Context: an optimization exercise on an open-source flow, tuned for small area, a short achievable clock period and few clock cycles per item. The choices shown serve that exercise and are no tape-out recipe. At most, simulation tests tie the RTL to the original design; equivalence was not proved.

## cedar
## bitcoin_hash
module bitcoin_hash(input logic        clk, reset_n, start,
                    input logic [15:0] message_addr, output_addr,
                   output logic        done, mem_we,
                   output logic [15:0] mem_addr,
                   output logic [31:0] mem_write_data,
                    input logic [31:0] mem_read_data);
Settings: LEC_CHECK=0, ABC_AREA=1, CAP_MARGIN=20, CORE_MARGIN=2, CORE_UTILIZATION=50, SETUP_SLACK_MARGIN=5, SLEW_MARGIN=20; clock period 10.0 ns.
standard.sh (not shown) runs the stock make flow with config.mk's settings and CLKGATE_MAP_FILE= SYNTH_SCRIPT=/design/flow/synth_recipe.tcl, a recipe that flattens the netlist after the stock synthesis.
==> flow/flow/run.sh <==
#!/bin/bash
set -euo pipefail
sed 's/"\${@:-finish}"/ADDER_MAP_FILE= "${@:-finish}"/' standard.sh > standard_nofa.sh
sed 's/"\${@:-finish}"/ADDER_MAP_FILE= SETUP_SLACK_MARGIN=6.4 "${@:-finish}"/' standard.sh > standard_margin.sh
grep -q 'ADDER_MAP_FILE= ' standard_nofa.sh
grep -q 'SETUP_SLACK_MARGIN=6.4 ' standard_margin.sh
bash standard_nofa.sh synth > synth.log 2>&1
bash standard_margin.sh finish > layout.log 2>&1
cedar finished end to end and its layout was clean on timing, DRC and antenna.
Testbench counts of cedar, summed over its fixed seeds: cycles 93,080, hashes 640.
The inputs of willow differ from those of cedar as listed below.
- an added CTS_CLUSTER_SIZE of 25
- an added CTS_CLUSTER_DIAMETER of 70
==> run notes <==
- Run comparison: willow capturing element of the worst setup path a[30]; cedar capturing element of the worst setup path e[4]
- willow reports its worst setup path startpoint as e[13] while cedar reports ct[18].
- Number of CTS-inserted buffers ended up 34% lower on willow than on cedar.
- [diff] routed wire length, willow relative to cedar: improvement
- Cmp willow vs cedar: worst hold slack higher in willow
- willow ends up with a number of iterations in the first detailed-routing pass that is 2 higher than in cedar.
- The global-route usage of cedar and that of willow are within noise of each other.
- Changes observed in willow relative to cedar: depth of the most critical reg-to-reg path picked up an extra 9, post-route standard cell area excluding fillers fell by 1.8%, data arrival time of the critical path saw little to no change, number of non-clock inverters in the layout comparable.


bitcoin_hash, a different RTL version from the one above (not shown whole).
Size in the first run: about 6200 cells after synthesis, ~1100 flip-flops, roughly 120 I/O pins, ~54000 µm² of cells after synthesis.
Settings: LEC_CHECK=0, ABC_AREA=1, CAP_MARGIN=20, CORE_MARGIN=2, CORE_UTILIZATION=50, SETUP_SLACK_MARGIN=5, SLEW_MARGIN=20; clock period 10.0 ns.
run.sh (not shown) runs the stock make flow with config.mk's settings and CLKGATE_MAP_FILE= SYNTH_SCRIPT=/design/flow/synth_recipe.tcl, a recipe that flattens the netlist after the stock synthesis.
Stock flow here: none of the scripts above is used.
The first run produced a clean layout.
==> next run, changes <==
--- a/flow/config.mk
+++ b/flow/config.mk
@@ -7,3 +7,2 @@
 export LEC_CHECK = 0
-export ABC_AREA = 1
 export CAP_MARGIN = 20
Outcome:
- clock-buffer cell count falls by 6
- cell area falls by a few percent
- hold slack gets better by 0.014 ns
- utilization rises by 1.0 points
- area after synthesis falls by a few percent
- wire length falls by about a fifth
- global-route usage falls by 6.1 points
- setup slack gets worse by 0.18 ns
No run of this note included a check of the RTL's function; only the layout flow was run.


Setup of run 1:
Another version of the RTL of bitcoin_hash (not shown whole).
Size in the first run: ~1,100 flip-flops, ~120 I/O pins.
Design bitcoin_hash, start of the top module:
module bitcoin_hash(input logic        clk, reset_n, start,
                    input logic [15:0] message_addr, output_addr,
                   output logic        done, mem_we,
                   output logic [15:0] mem_addr,
                   output logic [31:0] mem_write_data,
                    input logic [31:0] mem_read_data);
clock: 10.0 ns
lec_check: 0
abc_area: 1
cap_margin: 20
core_margin: 2
core_utilization: 60
cts_cluster_diameter: 100
cts_cluster_size: 20
setup_slack_margin: 5
slew_margin: 20
standard.sh (not shown) runs the stock make flow with config.mk's settings and CLKGATE_MAP_FILE= SYNTH_SCRIPT=/design/flow/synth_recipe.tcl, a recipe that flattens the netlist after the stock synthesis.
==> flow/flow/run.sh <==
#!/bin/bash
# Layout with the standard flow (standard.sh), with these changes:
#  - synthesis skips the full-adder extraction (ADDER_MAP_FILE empty), so the
#    carry-save adders of the SHA-256 round map to faster XOR/majority logic;
#    synthesis script, passes, flattening and renaming are otherwise standard;
#  - optionally, ports are buffered with buf_2 cells.
set -euo pipefail
EXTRA="ADDER_MAP_FILE= SETUP_SLACK_MARGIN=6.5 'BUFFER_PORTS_ARGS=-buffer_cell sky130_fd_sc_hd__buf_2'"
sed "s|\"\${@:-finish}\"|$EXTRA \"\${@:-finish}\"|" standard.sh > standard_own.sh
grep -q 'SETUP_SLACK_MARGIN=6.5' standard_own.sh
bash standard_own.sh synth > synth.log 2>&1
bash standard_own.sh finish > layout.log 2>&1
Testbench counts of run 1, summed over its fixed seeds: cycles 90,360, hashes 640.
--- input diff run 1..run 2 ---
# run 1
export LEC_CHECK = 0
export ABC_AREA = 1
export CAP_MARGIN = 20
export CORE_MARGIN = 2
export CORE_UTILIZATION = 60
export CTS_CLUSTER_DIAMETER = 100
export CTS_CLUSTER_SIZE = 20
export SETUP_SLACK_MARGIN = 5
export SLEW_MARGIN = 20
create_clock -name core_clock -period 10.0 [get_ports {clk}]
# run 2
export LEC_CHECK = 0
export ABC_AREA = 1
export CAP_MARGIN = 20
export CORE_MARGIN = 2
export CORE_UTILIZATION = 30
export CTS_CLUSTER_DIAMETER = 100
export CTS_CLUSTER_SIZE = 20
export SETUP_SLACK_MARGIN = 5
export SLEW_MARGIN = 20
create_clock -name core_clock -period 10.0 [get_ports {clk}]
==> run notes <==
[compare] base=run 1 new=run 2: critical path depth fell 5, clock period minus worst slack fell 0.010 ns. NOTE fill cell total of the finished layout run 1->run 2 increased by more than 100%. Run 1 -> run 2: net count of the finished layout increased slightly. Going from run 1 to run 2, the design area was found to have gone up by 4.1%. Achievable frequency: run 2 vs run 1 — no meaningful difference. Summary: with run 1 as the reference, first-pass GRT wire length in run 2 moved up by a few percent. Delta (run 2 minus run 1): routed wirelength normalized by instance count decreased by about 7% relative to the old numbers; routed wire length now sits higher.
For run 3, these inputs were changed with respect to run 2:
# run 2
export LEC_CHECK = 0
export ABC_AREA = 1
export CAP_MARGIN = 20
export CORE_MARGIN = 2
export CORE_UTILIZATION = 30
export CTS_CLUSTER_DIAMETER = 100
export CTS_CLUSTER_SIZE = 20
export SETUP_SLACK_MARGIN = 5
export SLEW_MARGIN = 20
create_clock -name core_clock -period 10.0 [get_ports {clk}]
# run 3
export LEC_CHECK = 0
export ABC_AREA = 1
export CAP_MARGIN = 20
export CORE_MARGIN = 2
export CORE_UTILIZATION = 50
export CTS_CLUSTER_DIAMETER = 100
export CTS_CLUSTER_SIZE = 20
export SETUP_SLACK_MARGIN = 5
export SLEW_MARGIN = 20
create_clock -name core_clock -period 10.0 [get_ports {clk}]
==> flow/flow/run.sh <==
#!/bin/bash
# Layout with the standard flow (standard.sh), with these changes:
#  - synthesis skips the full-adder extraction (ADDER_MAP_FILE empty) and maps
#    with the ABC script flow/abc_map.script (through a copy of the ORFS
#    scripts folder); synthesis passes, flattening and renaming are otherwise
#    the standard ones;
#  - ports are buffered with buf_2 cells.
set -euo pipefail
rm -rf orfs_scripts
cp -r "$FLOW_HOME/scripts" orfs_scripts
cp flow/abc_map.script orfs_scripts/abc_area.script
EXTRA="ADDER_MAP_FILE= SETUP_SLACK_MARGIN=6.4 'BUFFER_PORTS_ARGS=-buffer_cell sky130_fd_sc_hd__buf_2'"
sed "s|\"\${@:-finish}\"|$EXTRA \"\${@:-finish}\"|" standard.sh > standard_own.sh
sed "s|\"\${@:-finish}\"|SCRIPTS_DIR=$PWD/orfs_scripts $EXTRA \"\${@:-finish}\"|" standard.sh > standard_synth.sh
grep -q 'SETUP_SLACK_MARGIN=6.4' standard_own.sh
grep -q 'SCRIPTS_DIR=' standard_synth.sh
bash standard_synth.sh synth > synth.log 2>&1
bash standard_own.sh finish > layout.log 2>&1
==> flow/flow/abc_map.script (new file) <==
strash; dch; map -a; topo; stime -c; buffer -c; upsize -c; dnsize -c
## What came out
The global-route usage in run 3 sits 13 points above the value recorded for run 2. Relative to run 2, run 3 improves die footprint. Die outline height was lower in run 3 than in run 2. Sort run 3 and run 2 by setup slack after layout desc -> top: run 2. Between run 3 and run 2, the sequential share of layout area is higher for run 3. Max signed area change from the synthesized netlist to the final layout across run 3 and run 2: run 3. Between run 2 and run 3, multiplexer area fraction after synthesis increased. Hold slack was lower in run 2 than in run 3.
The inputs of run 4 differ from those of run 3 as listed below.
==> flow/flow/run.sh <==
#!/bin/bash
# Layout with the standard flow (standard.sh), with these changes:
#  - synthesis skips the full-adder extraction (ADDER_MAP_FILE empty), so the
#    carry-save adders of the SHA-256 round map to faster XOR/majority logic;
#    synthesis script, passes, flattening and renaming are otherwise standard;
#  - optionally, ports are buffered with buf_2 cells.
set -euo pipefail
EXTRA="ADDER_MAP_FILE= SETUP_SLACK_MARGIN=6.6 'BUFFER_PORTS_ARGS=-buffer_cell sky130_fd_sc_hd__buf_2'"
sed "s|\"\${@:-finish}\"|$EXTRA \"\${@:-finish}\"|" standard.sh > standard_own.sh
grep -q 'SETUP_SLACK_MARGIN=6.6' standard_own.sh
bash standard_own.sh synth > synth.log 2>&1
bash standard_own.sh finish > layout.log 2>&1
removed: flow/flow/abc_map.script
Results
Compared with run 3, run 4 has extra setup slack.
| hold slack | run 4 vs run 3 | worse |
kidx[1] as the origin of the worst setup path was reported by run 3, and kidx[0] by run 4.
The sequential share of layout area number comes out lower for run 4 vs run 3.
On maximum clock rate: run 4 sits above run 3.
Ratio of final minimum period to clock period (run 4 over run 3): decrease, 12 points
Diff run 3 -> run 4: final count of negative-setup-slack endpoints essentially unchanged.

## separate check: timing with driven ports
No port has a modelled driver above. Below, the same layouts with a new extraction and two added sets of constraints. Step 1 assumes that a clkbuf_16 drives the clock port and a buf_2 every other input. Step 2 times the ports against the registers' clock, not the clock port: input delays grow and output delays shrink by t, the midpoint of the rising clock arrivals with the driver on. Three values: ideal, step 1, step 2; two values: the first two.
run	shift t [ns]	slack for setup (ns)	worst hold slack (ns)
cedar	0.789	6.399 / 6.394 / 6.181	0.311 / 0.311 / 0.311
willow	0.737	6.367 / 6.367 / 6.180	0.316 / 0.316 / 0.316
the first run of note 2	0.774	5.260 / 5.260 / 4.877	0.309 / 0.309 / 0.309
the second run of note 2	0.788	5.078 / 5.078 / 4.956	0.322 / 0.322 / 0.322
run 1	0.731	6.461 / 6.461 / 6.461	0.309 / 0.309 / 0.309
run 2	0.743	6.471 / 6.471 / 6.471	0.301 / 0.301 / 0.301
run 3	0.750	5.363 / 5.363 / 5.363	0.318 / 0.318 / 0.318
run 4	0.747	6.522 / 6.522 / 6.522	0.307 / 0.307 / 0.307
After both steps every run listed still meets setup and hold. For the first run of note 2, which loses most, drivers alone change the setup slack by 0.000 ns; drivers and shift together by -0.383 ns.
